What follows belongs to an exercise in optimizing a design on an open flow for small area, a short achievable clock period and few clock cycles; a production flow would make more cautious choices.
In this exercise RTL edits were held to simulation tests only and were not proved equivalent to the original.

== run 1 ==
// mul
module mul (
    input wire clk,
    input wire rst_n,
    input wire [32-1:0] multiplicand_i,
    input wire [32-1:0] multiplier_i,
    input wire                       valid_in,
    input wire                       ctrl_ready_i,
    input wire [                3:0] op_i,
    input wire [ 5-1:0] reg_waddr_i,
    input wire [3-1:0] commit_id_i,
    output reg [32-1:0] result_o,
    output reg                       valid_o,
    output reg [ 5-1:0] reg_waddr_o,
    output reg [3-1:0] commit_id_o
);
Size: about 3200 cells after synthesis, ~330 flip-flops, roughly 120 I/O pins, roughly 0.035 mm^2 of cells after synthesis.
export LEC_CHECK = 0
export CAP_MARGIN = 20
export CORE_MARGIN = 2
export CORE_UTILIZATION = 40
export PLACE_DENSITY = 0.65
export SETUP_SLACK_MARGIN = 5
export SLEW_MARGIN = 20
export TNS_END_PERCENT = 100
create_clock -name core_clock -period 10.0 [get_ports {clk}]
standard.sh (not shown) runs the stock make flow with config.mk's settings and CLKGATE_MAP_FILE= SYNTH_SCRIPT=/design/flow/synth_recipe.tcl, a recipe that flattens the netlist after the stock synthesis.
==> flow/flow/run.sh <==
#!/bin/bash
set -o pipefail
bash standard.sh SETUP_SLACK_MARGIN=6.5 finish > standard_flow.log 2>&1
Run 1 went all the way through synthesis, placement and routing and the layout is clean on timing, DRC and antenna.
Testbench counts of run 1, summed over its fixed seeds: cycles 8,824.
The inputs of run 2 differ from those of run 1 as listed below.
# run 1
export LEC_CHECK = 0
export CAP_MARGIN = 20
export CORE_MARGIN = 2
export CORE_UTILIZATION = 40
export PLACE_DENSITY = 0.65
export SETUP_SLACK_MARGIN = 5
export SLEW_MARGIN = 20
export TNS_END_PERCENT = 100
create_clock -name core_clock -period 10.0 [get_ports {clk}]
# run 2
export LEC_CHECK = 0
export CAP_MARGIN = 20
export CORE_MARGIN = 2
export CORE_UTILIZATION = 40
export CTS_BUF_LIST = sky130_fd_sc_hd__clkbuf_4 sky130_fd_sc_hd__clkbuf_8
export CTS_CLUSTER_SIZE = 30
export PLACE_DENSITY = 0.65
export SETUP_SLACK_MARGIN = 5
export SLEW_MARGIN = 20
export TNS_END_PERCENT = 100
create_clock -name core_clock -period 10.0 [get_ports {clk}]
==> flow/flow/run.sh <==
#!/bin/bash
set -o pipefail
bash standard.sh SETUP_SLACK_MARGIN=6.1 "BUFFER_PORTS_ARGS=-buffer_cell sky130_fd_sc_hd__buf_2" finish > standard_flow.log 2>&1
[summary]
Clock transition time at the flip-flop clock pins of the worst setup and hold paths essentially unchanged between run 1 and run 2. The clock skew of run 2 was inferior to that of run 1. Relative to run 1, met3 layer usage reported by global route decreased by 2.7 points in run 2. Summary of the comparison: clock buffer count is higher in run 2, relative to run 1. Relative area of clock buffers and inverters in the final design essentially unchanged between run 2 and run 1.
Modified inputs, run 3 compared to run 2
# run 2
export LEC_CHECK = 0
export CAP_MARGIN = 20
export CORE_MARGIN = 2
export CORE_UTILIZATION = 40
export CTS_BUF_LIST = sky130_fd_sc_hd__clkbuf_4 sky130_fd_sc_hd__clkbuf_8
export CTS_CLUSTER_SIZE = 30
export PLACE_DENSITY = 0.65
export SETUP_SLACK_MARGIN = 5
export SLEW_MARGIN = 20
export TNS_END_PERCENT = 100
create_clock -name core_clock -period 10.0 [get_ports {clk}]
# run 3
export LEC_CHECK = 0
export CAP_MARGIN = 20
export CORE_MARGIN = 2
export CORE_UTILIZATION = 55
export PLACE_DENSITY = 0.75
export SETUP_SLACK_MARGIN = 5
export SLEW_MARGIN = 20
export TNS_END_PERCENT = 100
create_clock -name core_clock -period 10.0 [get_ports {clk}]
==> flow/flow/run.sh <==
#!/bin/bash
set -o pipefail
bash standard.sh SETUP_SLACK_MARGIN=6.2 finish > standard_flow.log 2>&1
==> summary.txt <==
Note that the die span in x recorded for run 2 amounts to 1.17 times the value seen in run 3.
The die of run 3 is smaller than the one used in run 2.
met3 wire length for run 3: 4000 um up relative to run 2
Per the comparison of run 3 with run 2, effective utilization at floorplan saw an increase, clock buffer count decreased by 35% relative to the old numbers, critical path depth saw an increase, met1 global-route usage picked up an extra 11 points.
Here is what was changed in the inputs of run 4 compared with run 3.
# run 3
export LEC_CHECK = 0
export CAP_MARGIN = 20
export CORE_MARGIN = 2
export CORE_UTILIZATION = 55
export PLACE_DENSITY = 0.75
export SETUP_SLACK_MARGIN = 5
export SLEW_MARGIN = 20
export TNS_END_PERCENT = 100
create_clock -name core_clock -period 10.0 [get_ports {clk}]
# run 4
export LEC_CHECK = 0
export CAP_MARGIN = 20
export CORE_MARGIN = 2
export CORE_UTILIZATION = 40
export PLACE_DENSITY = 0.65
export SETUP_SLACK_MARGIN = 5
export SLEW_MARGIN = 20
export TNS_END_PERCENT = 100
create_clock -name core_clock -period 10.0 [get_ports {clk}]
==> flow/flow/run.sh <==
#!/bin/bash
set -o pipefail
bash standard.sh SETUP_SLACK_MARGIN=5.8 finish > standard_flow.log 2>&1
### Flow results
The register-to-register slack of run 4 was inferior to that of run 3. Per the comparison of run 4 with run 3, worst setup slack after layout went down 0.32 ns, share of layout cells above drive strength 1 fell by 7.7 points.
Changes in run 5 relative to run 4:
==> flow/run.sh (new file) <==
#!/bin/bash
# synth_recipe.tcl (not shown) runs the flow's synth.tcl, then flattens the netlist and writes it again
# the make line also repeats each setting of config.mk as NAME=value (left out here)
make -C /OpenROAD-flow-scripts/flow DESIGN_CONFIG=/design/flow/config.mk WORK_HOME=/design/flow/orfs CLKGATE_MAP_FILE= SYNTH_SCRIPT=/design/flow/synth_recipe.tcl finish
removed: flow/flow/run.sh
removed: flow/standard.sh
## What came out
On met3 track demand over resource, run 5 and run 4 are neck and neck.
For maximum number of pins on one net before global-route repair, run 4 and run 5 come out practically identical.
Reported for run 5 and run 4, setup violation total in the final timing report turned out identical to the last digit.
Number of buffers other than clock buffers in the final layout was lower in the run labelled run 5.
Looking at run 5 and run 4, the cell area is a wash.
diff inputs: run 5 => run 6
# run 5
export LEC_CHECK = 0
export CAP_MARGIN = 20
export CORE_MARGIN = 2
export CORE_UTILIZATION = 40
export PLACE_DENSITY = 0.65
export SETUP_SLACK_MARGIN = 5
export SLEW_MARGIN = 20
export TNS_END_PERCENT = 100
create_clock -name core_clock -period 10.0 [get_ports {clk}]
# run 6
export LEC_CHECK = 0
export CAP_MARGIN = 20
export CORE_MARGIN = 2
export CORE_UTILIZATION = 40
export CTS_BUF_LIST = sky130_fd_sc_hd__clkbuf_4 sky130_fd_sc_hd__clkbuf_8
export CTS_CLUSTER_SIZE = 30
export PLACE_DENSITY = 0.65
export SETUP_SLACK_MARGIN = 5
export SLEW_MARGIN = 20
export TNS_END_PERCENT = 100
create_clock -name core_clock -period 10.0 [get_ports {clk}]
==> flow/flow/run.sh (new file) <==
#!/bin/bash
set -o pipefail
bash standard.sh SETUP_SLACK_MARGIN=6.0 "BUFFER_PORTS_ARGS=-buffer_cell sky130_fd_sc_hd__buf_2" finish > standard_flow.log 2>&1
==> flow/standard.sh (new file) <==
#!/bin/bash
# synth_recipe.tcl (not shown) runs the flow's synth.tcl, then flattens the netlist and writes it again
# the make line also repeats each setting of config.mk as NAME=value (left out here)
make -C /OpenROAD-flow-scripts/flow DESIGN_CONFIG=/design/flow/config.mk WORK_HOME=/design/flow/orfs CLKGATE_MAP_FILE= SYNTH_SCRIPT=/design/flow/synth_recipe.tcl "${@:-finish}"
removed: flow/run.sh
Results
As far as number of pins exceeding their max-slew limit in the final report is concerned, run 5 and run 6 perform about the same. The worst hold slack of run 6 is lower than that of run 5. Final clock period utilization by the worst path: run 6 vs run 5 down 5.7 points. Diff run 5 -> run 6: fill cell instance count of the final layout has increased; worst-case reg-to-reg path depth has decreased. Looking at non-clock buffer count, run 6 sits above run 5. Looking at final clock skew, run 6 sits 0.028 ns above run 5. The wire length was comparable across run 6 and run 5. Share of cells above drive strength 1 was lower in run 5 than in run 6.

## separate check: timing with driven ports
Ports are ideal in the flow. The routed layouts listed here were re-timed in OpenROAD. Step 1, drivers: a clkbuf_16 drives clk and a buf_2 each remaining input, both assumed. Step 2 times the ports against the registers' clock, not the clock port: input delays grow and output delays shrink by t, the midpoint of the rising clock arrivals with the driver on. a / b / c = no drivers / after step 1 / after step 2; a / b = the first two.
run	shift t [ns]	setup slack, ns	latest minus earliest clock arrival (ns)
run 1	0.670	6.270 / 6.270 / 6.008	0.035 / 0.034
run 2	0.753	6.110 / 6.110 / 5.819	0.049 / 0.048
run 3	0.647	6.177 / 6.177 / 5.892	0.028 / 0.029
run 4	0.649	5.859 / 5.859 / 5.616	0.029 / 0.029
run 5	0.651	5.465 / 5.465 / 5.465	0.027 / 0.027
run 6	0.772	6.035 / 6.035 / 6.035	0.058 / 0.058
After both steps every run listed still meets setup and hold. The setup slack of run 2, which loses most, moves by 0.000 ns with the drivers and by -0.291 ns with both steps.
